From an optimization exercise on the open Yosys and OpenROAD flow, aimed at small area; shortcuts taken in it are not production practice.
Only simulation tests tie the RTL to the original design; equivalence was not proved.

$ cat sine_lut.hex
0000
0324
0647
096a
0c8b
0fab
12c7
15e1
18f8
1c0b
1f19
2223
2527
2826
2b1e
2e10
30fb
33de
36b9
398c
3c56
3f16
41cd
447a
471c
49b3
4c3f
4ebf
5133
539a
55f4
5842
5a81
5cb3
5ed6
60eb
62f1
64e7
66ce
68a5
6a6c
6c23
6dc9
6f5e
70e1
7254
73b5
7503
7640
776b
7883
7989
7a7c
7b5c
7c29
7ce2
7d89
7e1c
7e9c
7f08
7f61
7fa6
7fd7
7ff5
7fff
7ff5
7fd7
7fa6
7f61
7f08
7e9c
7e1c
7d89
7ce2
7c29
7b5c
7a7c
7989
7883
776b
7640
7503
73b5
7254
70e1
6f5e
6dc9
6c23
6a6c
68a5
66ce
64e7
62f1
60eb
5ed6
5cb3
5a81
5842
55f4
539a
5133
4ebf
4c3f
49b3
471c
447a
41cd
3f16
3c56
398c
36b9
33de
30fb
2e10
2b1e
2826
2527
2223
1f19
1c0b
18f8
15e1
12c7
0fab
0c8b
096a
0647
0324
0000
fcdc
f9b9
f696
f375
f055
ed39
ea1f
e708
e3f5
e0e7
dddd
dad9
d7da
d4e2
d1f0
cf05
cc22
c947
c674
c3aa
c0ea
be33
bb86
b8e4
b64d
b3c1
b141
aecd
ac66
aa0c
a7be
a57f
a34d
a12a
9f15
9d0f
9b19
9932
975b
9594
93dd
9237
90a2
8f1f
8dac
8c4b
8afd
89c0
8895
877d
8677
8584
84a4
83d7
831e
8277
81e4
8164
80f8
809f
805a
8029
800b
8001
800b
8029
805a
809f
80f8
8164
81e4
8277
831e
83d7
84a4
8584
8677
877d
8895
89c0
8afd
8c4b
8dac
8f1f
90a2
9237
93dd
9594
975b
9932
9b19
9d0f
9f15
a12a
a34d
a57f
a7be
aa0c
ac66
aecd
b141
b3c1
b64d
b8e4
bb86
be33
c0ea
c3aa
c674
c947
cc22
cf05
d1f0
d4e2
d7da
dad9
dddd
e0e7
e3f5
e708
ea1f
ed39
f055
f375
f696
f9b9
fcdc
$ cat run.sh
#!/bin/bash
# synth_recipe.tcl (not shown) runs the flow's synth.tcl, then flattens the netlist and writes it again
# the make line also repeats each setting of config.mk as NAME=value (left out here)
make -C /OpenROAD-flow-scripts/flow DESIGN_CONFIG=/design/flow/config.mk WORK_HOME=/design/flow/orfs CLKGATE_MAP_FILE= SYNTH_SCRIPT=/design/flow/synth_recipe.tcl finish
$ cat config.mk
export PLATFORM = sky130hd
export DESIGN_NAME = inverter_5level_top
export DESIGN_NICKNAME = inverter_5level_top
export VERILOG_FILES = /design/flow/design.v
export SDC_FILE = /design/flow/constraint.sdc
export NUM_CORES = 4
export LEC_CHECK = 0
export CAP_MARGIN = 20
export CORE_MARGIN = 2
export CORE_UTILIZATION = 40
export SLEW_MARGIN = 20
$ cat constraint.sdc
create_clock -name core_clock -period 10.0 [get_ports {clk}]
set_input_delay 2.0000 -clock core_clock [delete_from_list [all_inputs] [get_ports {clk}]]
set_output_delay 2.0000 -clock core_clock [all_outputs]
set_load 0.01 [all_outputs]
$ cat design.v
module sine_generator #(
    parameter DATA_WIDTH = 16,
    parameter PHASE_WIDTH = 32,
    parameter LUT_ADDR_WIDTH = 8             
)(
    input  wire                         clk,
    input  wire                         rst_n,
    input  wire                         enable,
    input  wire [PHASE_WIDTH-1:0]       freq_increment,
    input  wire [DATA_WIDTH-1:0]        modulation_index,
    output reg  signed [DATA_WIDTH-1:0] sine_out,
    output wire [LUT_ADDR_WIDTH-1:0]    phase
);
    reg [PHASE_WIDTH-1:0] phase_acc;
    assign phase = phase_acc[PHASE_WIDTH-1:PHASE_WIDTH-LUT_ADDR_WIDTH];
    reg signed [DATA_WIDTH-1:0] sine_lut [0:(1<<LUT_ADDR_WIDTH)-1];
    wire signed [2*DATA_WIDTH-1:0] sine_scaled;
    initial begin
        $readmemh("sine_lut.hex", sine_lut);
    end
    assign sine_scaled = sine_lut[phase] * $signed(modulation_index);
    always @(posedge clk or negedge rst_n) begin
        if (!rst_n) begin
            phase_acc <= 0;
            sine_out <= 0;
        end else begin
            if (enable) begin
                phase_acc <= phase_acc + freq_increment;
                sine_out <= sine_scaled >>> (DATA_WIDTH - 1);
            end else begin
                phase_acc <= 0;
                sine_out <= 0;
            end
        end
    end
endmodule
module carrier_generator #(
    parameter CARRIER_WIDTH = 16,            
    parameter COUNTER_WIDTH = 16             
)(
    input  wire                         clk,
    input  wire                         rst_n,
    input  wire                         enable,
    input  wire [COUNTER_WIDTH-1:0]     freq_div,       
    output reg  signed [CARRIER_WIDTH-1:0]  carrier1,       
    output reg  signed [CARRIER_WIDTH-1:0]  carrier2,       
    output reg                          sync_pulse      
);
    localparam signed CARRIER_MAX = (1 << (CARRIER_WIDTH-1)) - 1;   
    localparam signed CARRIER_MIN = -(1 << (CARRIER_WIDTH-1));      
    localparam signed CARRIER_MID = 0;
    reg [COUNTER_WIDTH-1:0] counter;
    reg counter_dir;                         
    reg prev_dir;                            
    reg [CARRIER_WIDTH-1:0] carrier_unsigned;
    always @(posedge clk or negedge rst_n) begin
        if (!rst_n) begin
            counter <= 0;
            counter_dir <= 0;
            prev_dir <= 0;
            carrier_unsigned <= 0;
            carrier1 <= CARRIER_MIN;
            carrier2 <= CARRIER_MID;
            sync_pulse <= 0;
        end else begin
            if (enable) begin
                if (counter >= freq_div - 1) begin
                    counter <= 0;
                    if (counter_dir == 0) begin
                        counter_dir <= 1;
                        carrier_unsigned <= (1 << (CARRIER_WIDTH-1)) - 1;   
                    end else begin
                        counter_dir <= 0;
                        carrier_unsigned <= 0;   
                    end
                end else begin
                    counter <= counter + 1;
                    if (counter_dir == 0) begin
                        carrier_unsigned <= carrier_unsigned + 1;
                    end else begin
                        carrier_unsigned <= carrier_unsigned - 1;
                    end
                end
                carrier1 <= $signed(carrier_unsigned) + CARRIER_MIN;
                carrier2 <= $signed(carrier_unsigned);
                prev_dir <= counter_dir;
                sync_pulse <= (prev_dir == 0) && (counter_dir == 1);
            end else begin
                counter <= 0;
                counter_dir <= 0;
                carrier_unsigned <= 0;
                carrier1 <= CARRIER_MIN;
                carrier2 <= CARRIER_MID;
                sync_pulse <= 0;
            end
        end
    end
endmodule
module pwm_comparator #(
    parameter DATA_WIDTH = 16,               
    parameter DEADTIME_WIDTH = 8             
)(
    input  wire                         clk,
    input  wire                         rst_n,
    input  wire                         enable,
    input  wire signed [DATA_WIDTH-1:0] reference,
    input  wire signed [DATA_WIDTH-1:0] carrier,
    input  wire [DEADTIME_WIDTH-1:0]    deadtime,
    output reg                          pwm_high,
    output reg                          pwm_low
);
    reg pwm_raw;                             
    reg pwm_raw_prev;                        
    reg [DEADTIME_WIDTH-1:0] deadtime_counter;
    reg deadtime_active;                     
    wire rising_edge;
    wire falling_edge;
    assign rising_edge = pwm_raw && !pwm_raw_prev;
    assign falling_edge = !pwm_raw && pwm_raw_prev;
    always @(posedge clk or negedge rst_n) begin
        if (!rst_n) begin
            pwm_raw <= 0;
            pwm_raw_prev <= 0;
            deadtime_counter <= 0;
            deadtime_active <= 0;
            pwm_high <= 0;
            pwm_low <= 0;
        end else begin
            if (enable) begin
                pwm_raw <= (reference > carrier) ? 1'b1 : 1'b0;
                pwm_raw_prev <= pwm_raw;
                if (rising_edge || falling_edge) begin
                    deadtime_active <= 1;
                    deadtime_counter <= deadtime;
                    pwm_high <= 0;
                    pwm_low <= 0;
                end else if (deadtime_active) begin
                    if (deadtime_counter > 0) begin
                        deadtime_counter <= deadtime_counter - 1;
                        pwm_high <= 0;
                        pwm_low <= 0;
                    end else begin
                        deadtime_active <= 0;
                        pwm_high <= pwm_raw;
                        pwm_low <= ~pwm_raw;
                    end
                end else begin
                    pwm_high <= pwm_raw;
                    pwm_low <= ~pwm_raw;
                end
            end else begin
                pwm_raw <= 0;
                pwm_raw_prev <= 0;
                deadtime_counter <= 0;
                deadtime_active <= 0;
                pwm_high <= 0;
                pwm_low <= 0;
            end
        end
    end
endmodule
module inverter_5level_top #(
    parameter DATA_WIDTH = 16,
    parameter PHASE_WIDTH = 32,
    parameter DEADTIME_WIDTH = 8,
    parameter CARRIER_DIV_WIDTH = 16
)(
    input  wire                         clk,
    input  wire                         rst_n,
    input  wire                         enable,
    input  wire [PHASE_WIDTH-1:0]       freq_50hz,           
    input  wire [DATA_WIDTH-1:0]        modulation_index,    
    input  wire [DEADTIME_WIDTH-1:0]    deadtime_cycles,     
    input  wire [CARRIER_DIV_WIDTH-1:0] carrier_freq_div,    
    output wire                         pwm1_ch1_high,       
    output wire                         pwm1_ch1_low,        
    output wire                         pwm1_ch2_high,       
    output wire                         pwm1_ch2_low,        
    output wire                         pwm2_ch1_high,       
    output wire                         pwm2_ch1_low,        
    output wire                         pwm2_ch2_high,       
    output wire                         pwm2_ch2_low,        
    output wire                         sync_pulse,
    output wire                         fault
);
    wire signed [DATA_WIDTH-1:0] sine_ref;
    wire signed [DATA_WIDTH-1:0] carrier1;
    wire signed [DATA_WIDTH-1:0] carrier2;
    sine_generator #(
        .DATA_WIDTH     (DATA_WIDTH),
        .PHASE_WIDTH    (PHASE_WIDTH)
    ) sine_gen (
        .clk                (clk),
        .rst_n              (rst_n),
        .enable             (enable),
        .freq_increment     (freq_50hz),
        .modulation_index   (modulation_index),
        .sine_out           (sine_ref),
        .phase              ()                   
    );
    carrier_generator #(
        .CARRIER_WIDTH  (DATA_WIDTH),
        .COUNTER_WIDTH  (CARRIER_DIV_WIDTH)
    ) carrier_gen (
        .clk            (clk),
        .rst_n          (rst_n),
        .enable         (enable),
        .freq_div       (carrier_freq_div),
        .carrier1       (carrier1),
        .carrier2       (carrier2),
        .sync_pulse     (sync_pulse)
    );
    pwm_comparator #(
        .DATA_WIDTH         (DATA_WIDTH),
        .DEADTIME_WIDTH     (DEADTIME_WIDTH)
    ) pwm1_ch1 (
        .clk        (clk),
        .rst_n      (rst_n),
        .enable     (enable),
        .reference  (sine_ref),
        .carrier    (carrier1),
        .deadtime   (deadtime_cycles),
        .pwm_high   (pwm1_ch1_high),
        .pwm_low    (pwm1_ch1_low)
    );
    pwm_comparator #(
        .DATA_WIDTH         (DATA_WIDTH),
        .DEADTIME_WIDTH     (DEADTIME_WIDTH)
    ) pwm1_ch2 (
        .clk        (clk),
        .rst_n      (rst_n),
        .enable     (enable),
        .reference  (sine_ref),
        .carrier    (carrier1),
        .deadtime   (deadtime_cycles),
        .pwm_high   (pwm1_ch2_high),
        .pwm_low    (pwm1_ch2_low)
    );
    pwm_comparator #(
        .DATA_WIDTH         (DATA_WIDTH),
        .DEADTIME_WIDTH     (DEADTIME_WIDTH)
    ) pwm2_ch1 (
        .clk        (clk),
        .rst_n      (rst_n),
        .enable     (enable),
        .reference  (sine_ref),
        .carrier    (carrier2),
        .deadtime   (deadtime_cycles),
        .pwm_high   (pwm2_ch1_high),
        .pwm_low    (pwm2_ch1_low)
    );
    pwm_comparator #(
        .DATA_WIDTH         (DATA_WIDTH),
        .DEADTIME_WIDTH     (DEADTIME_WIDTH)
    ) pwm2_ch2 (
        .clk        (clk),
        .rst_n      (rst_n),
        .enable     (enable),
        .reference  (sine_ref),
        .carrier    (carrier2),
        .deadtime   (deadtime_cycles),
        .pwm_high   (pwm2_ch2_high),
        .pwm_low    (pwm2_ch2_low)
    );
    assign fault = 1'b0;
endmodule
==> flow_summary_export.csv <==
group,metric,value,unit
status,outcome,"no timing/DRC/antenna violations",
drt,drt_iter0_drc,1598,
floorplanning,die_area,0.05724,mm^2
cts,cts_buffer_depth,2,
timing,grt_setup_unrepaired,"no",
logic_synthesis,synth_area,0.02213,mm^2
grt,antenna_found_initial,1,
timing,drv_slew,0,
drt,viasPerCell,5.654,
drt,num_vias,19190,
logic_synthesis,synth-simple-area-share,18.55,%
cts,cts_made_buffers,17,
finish,multiInputGateArea,0.01650,mm^2
logic_synthesis,ys_top_cells_by_area,"fa_1 23%, dfrtp_1 17%, ha_1 10%",
drt,drc,0,
timing,whs,0.4385,ns
timing,clock_skew,0.008985,ns
worst_setup_path,startpoint_type,"flop",
logic_synthesis,ys.flop_type,"dfrtp_1",
timing,hold_violations,0,
timing,finalCritPeriodShare,94.09,%
grt,grt_pass1_vias,19560,
worst_setup_path,endpoint_kind,"flop",
logic_synthesis,synth_top_cell_by_area,"fa_1",
floorplanning,core,0.05488,mm^2
grt,grt_max_degree,86,
drt,routedWlPerCell,19.93,um
logic_synthesis,synthTopCellsByCount,"353 x inv_1, 280 x nand2_1, 257 x fa_1, 199 x a21oi_1, 189 x nor2_1",
logic_synthesis,yosys_register_bits,148,
floorplanning,initial_core_util,40.34,%
logic_synthesis,synth.avg_cell_area,8.356,um^2
timing,slew-limit-headroom,26.17,%
placement,gp_congestion,1.035,
drt,wirelength,67640,um
cts,clk_latency,0.43,ns
grt,grt_use_total,24.29,%
drt,detail_route.first_pass.iterations,5,
timing,fmax,106.3,MHz
logic_synthesis,synth_top_area_share,23.24,%
finish,area_growth,9.773,%
floorplanning,fp-row-count,86,
finish,final_nets,3190,
cts,cts_sinks,148,
logic_synthesis,synth_cell_types,92,
timing,period_needed,9.409,ns
worst_setup_path,cp.required,10.34,ns
timing,worst_pin_slew,1.094,ns
floorplanning,pin_count,85,
logic_synthesis,syn-num-nets,3163,
logic_synthesis,synth-compound-area-share,16.95,%
placement,portBuffers,83,
grt,grt_pass1_wl,108800,um
drt,drtAntennaViolNets,0,
logic_synthesis,synthMuxAreaShare,0.9779,%
cts,cts_tree,"yes",
worst_hold_path,hp-class,"reg -> reg",
timing,setup_viol,0,
floorplanning,die-width,239.2,um
logic_synthesis,synthArstFlopShare,100.0,%
logic_synthesis,synthMostInstantiatedCell,"inv_1",
floorplanning,die_y,239.2,um
finish,drive_gt1_share,5.169,%
run,drv_cap,0,
timing,setup_tns,0,ns
cts,clk_pin_slew,0.06,ns
worst_setup_path,arrival,9.75,ns
cts,htree_levels,4,
logic_synthesis,yosysSeqAreaShare,16.74,%
logic_synthesis,synthAdderAreaFrac,33.53,%
placement,dp.final_hpwl,51790,um
logic_synthesis,synth_top_family_by_area,"adder cells",
worst_setup_path,critPathMaxStageDelay,0.60,ns
worst_setup_path,cp_max_fo,15,
worst_setup_path,slowest_stage,"ha_1",
cts,cts_root_buf,"clkbuf_16",
cts,cts_setup_buffers,0,
logic_synthesis,ys_warn_count,3,
logic_synthesis,synth_xor_area_share,4.511,%
grt,overflow,0,
logic_synthesis,synth_edf_count,0,
finish,register_area,0.003715,mm^2
finish,fillers,5544,
worst_setup_path,r2r_setup_slack,0.59,ns
logic_synthesis,syn-instance-count,2649,
worst_setup_path,setup.worst_path.class,"reg -> reg",
[placed cells by master, fill, tap and decap left out, types with 11 or more instances in the layout]
| master | netlist | layout |
|---|---|---|
| a21oi_1 | 199 | 199 |
| dfrtp_1 | 147 | 143 |
| xnor2_1 | 78 | 78 |
| o31ai_1 | 16 | 16 |
| o211ai_1 | 20 | 20 |
| nor2b_1 | 29 | 29 |
| buf_4 | 4 | 62 |
| nand2_1 | 280 | 280 |
| ha_1 | 182 | 182 |
| inv_1 | 353 | 353 |
| nor2_1 | 189 | 189 |
| o22ai_1 | 13 | 13 |
| nand3_1 | 41 | 41 |
| nor3_1 | 49 | 49 |
| a311oi_1 | 11 | 11 |
| a211oi_1 | 32 | 32 |
| and2_1 | 133 | 133 |
| a21o_1 | 37 | 37 |
| clkbuf_16 | 0 | 17 |
| o21ai_0 | 127 | 126 |
| clkdlybuf4s50_1 | 0 | 81 |
| nand2b_1 | 39 | 39 |
| xor2_1 | 36 | 36 |
| a31oi_1 | 20 | 20 |
| and3_1 | 15 | 15 |
| fa_1 | 257 | 257 |
[cell type report]
type	instances	share of cell area (%)
flip-flops and latches	148	15.29
inverters	357	5.515
well taps	704	3.625
clock inverters	12	0.5458
diodes	1	0.01030
multi-input cells	2007	67.90
repair buffers	145	5.319
clock buffers	20	1.797
[per-stage QoR]
step	setup slack [ns]	area, um^2	std cells	utilization [%]
2_1_floorplan	1.364	22140	2649	-
3_3_place_gp	0.5584	23730	3361	43.23
3_5_place_dp	0.6210	23730	3361	43.23
4_1_cts	0.5924	24290	3393	44.27
5_1_grt	0.1063	24300	3393	44.27
6_report	0.5914	24300	3394	44.28
[sequential cells by signal, summed over array words and instances (netlist names), 8 cells and up]
name / cells
carrier_gen.carrier1: 16
carrier_gen.carrier_unsigned: 16
carrier_gen.counter: 16
pwm1_ch1.deadtime_counter: 8
pwm1_ch2.deadtime_counter: 8
pwm2_ch1.deadtime_counter: 8
pwm2_ch2.deadtime_counter: 8
sine_gen.phase_acc: 32
sine_gen.sine_out: 16
[path summary, 6_finish.rpt]
kind,startpoint,end,cells after the start
max,sine_gen.phase_acc[25],sine_gen.sine_out[15],34
min,carrier_gen.prev_dir,carrier_gen.sync_pulse,1
max reg2reg,sine_gen.phase_acc[25],sine_gen.sine_out[15],34
min reg2reg,carrier_gen.prev_dir,carrier_gen.sync_pulse,1
max in group asynchronous,rst_n,sine_gen.phase_acc[28],2
min in group asynchronous,rst_n,carrier_gen.counter[15],1
[logic make-up (layout without fill, tap and decap cells)]
logic type | Yosys count | after routing
flip-flops | 148 | 148
adder cells (fa/ha/maj) | 439 | 439
XOR/XNOR | 114 | 114
other | 1 | 2
AO/OA/AOI/OAI | 588 | 588
multiplexers | 14 | 14
buffers and inverters | 494 | 534
AND/OR/NAND/NOR | 851 | 851
[worst max-delay path, delay by kind of cell, from the launching register on]
family,cells,cell delay [ns]
DFF,1,0.40
buffers and inverters,8,1.08
and+or+nand+nor,5,1.22
adders and majority gates,9,4.30
AOI/OAI and AO/OA,12,2.32
[routing by layer]
layer | up-vias | global-route usage, % | wire length, um
met5 | - | 0 | 0
met2 | 677 | 40.79 | 32240
met3 | 171 | 2.858 | 3794
met1 | 9487 | 31.67 | 28470
met4 | 0 | 10.42 | 3136
li1 | 8853 | - | -
[repair_timing]
item,CTS,global route
resized for setup,0,1
endpoints found under the setup margin,0,1
hold buffers,0,0

[afterwards: timing with drivers on the ports]
The results above use ideal ports. As a check the final layout listed here was re-extracted and re-timed, cells and wires unchanged. Step 1 (the two cells are an assumption about what drives the block):
set clk [get_ports {clk}]
set_driving_cell -lib_cell sky130_fd_sc_hd__clkbuf_16 $clk
set_driving_cell -lib_cell sky130_fd_sc_hd__buf_2 [delete_from_list [all_inputs] $clk]
Step 2 times the ports against the registers' clock, not the clock port: input delays grow and output delays shrink by t, the midpoint of the rising clock arrivals with the driver on. Three values: ideal, step 1, step 2; two values: the first two.
t, ns: 0.471
setup slack, ns: 0.591 / 0.591 / 0.591
worst hold slack (ns): 0.439 / 0.439 / 0.439
After both steps this run still meets setup and hold. For this run, drivers alone change the setup slack by 0.000 ns; drivers and shift together by 0.000 ns.
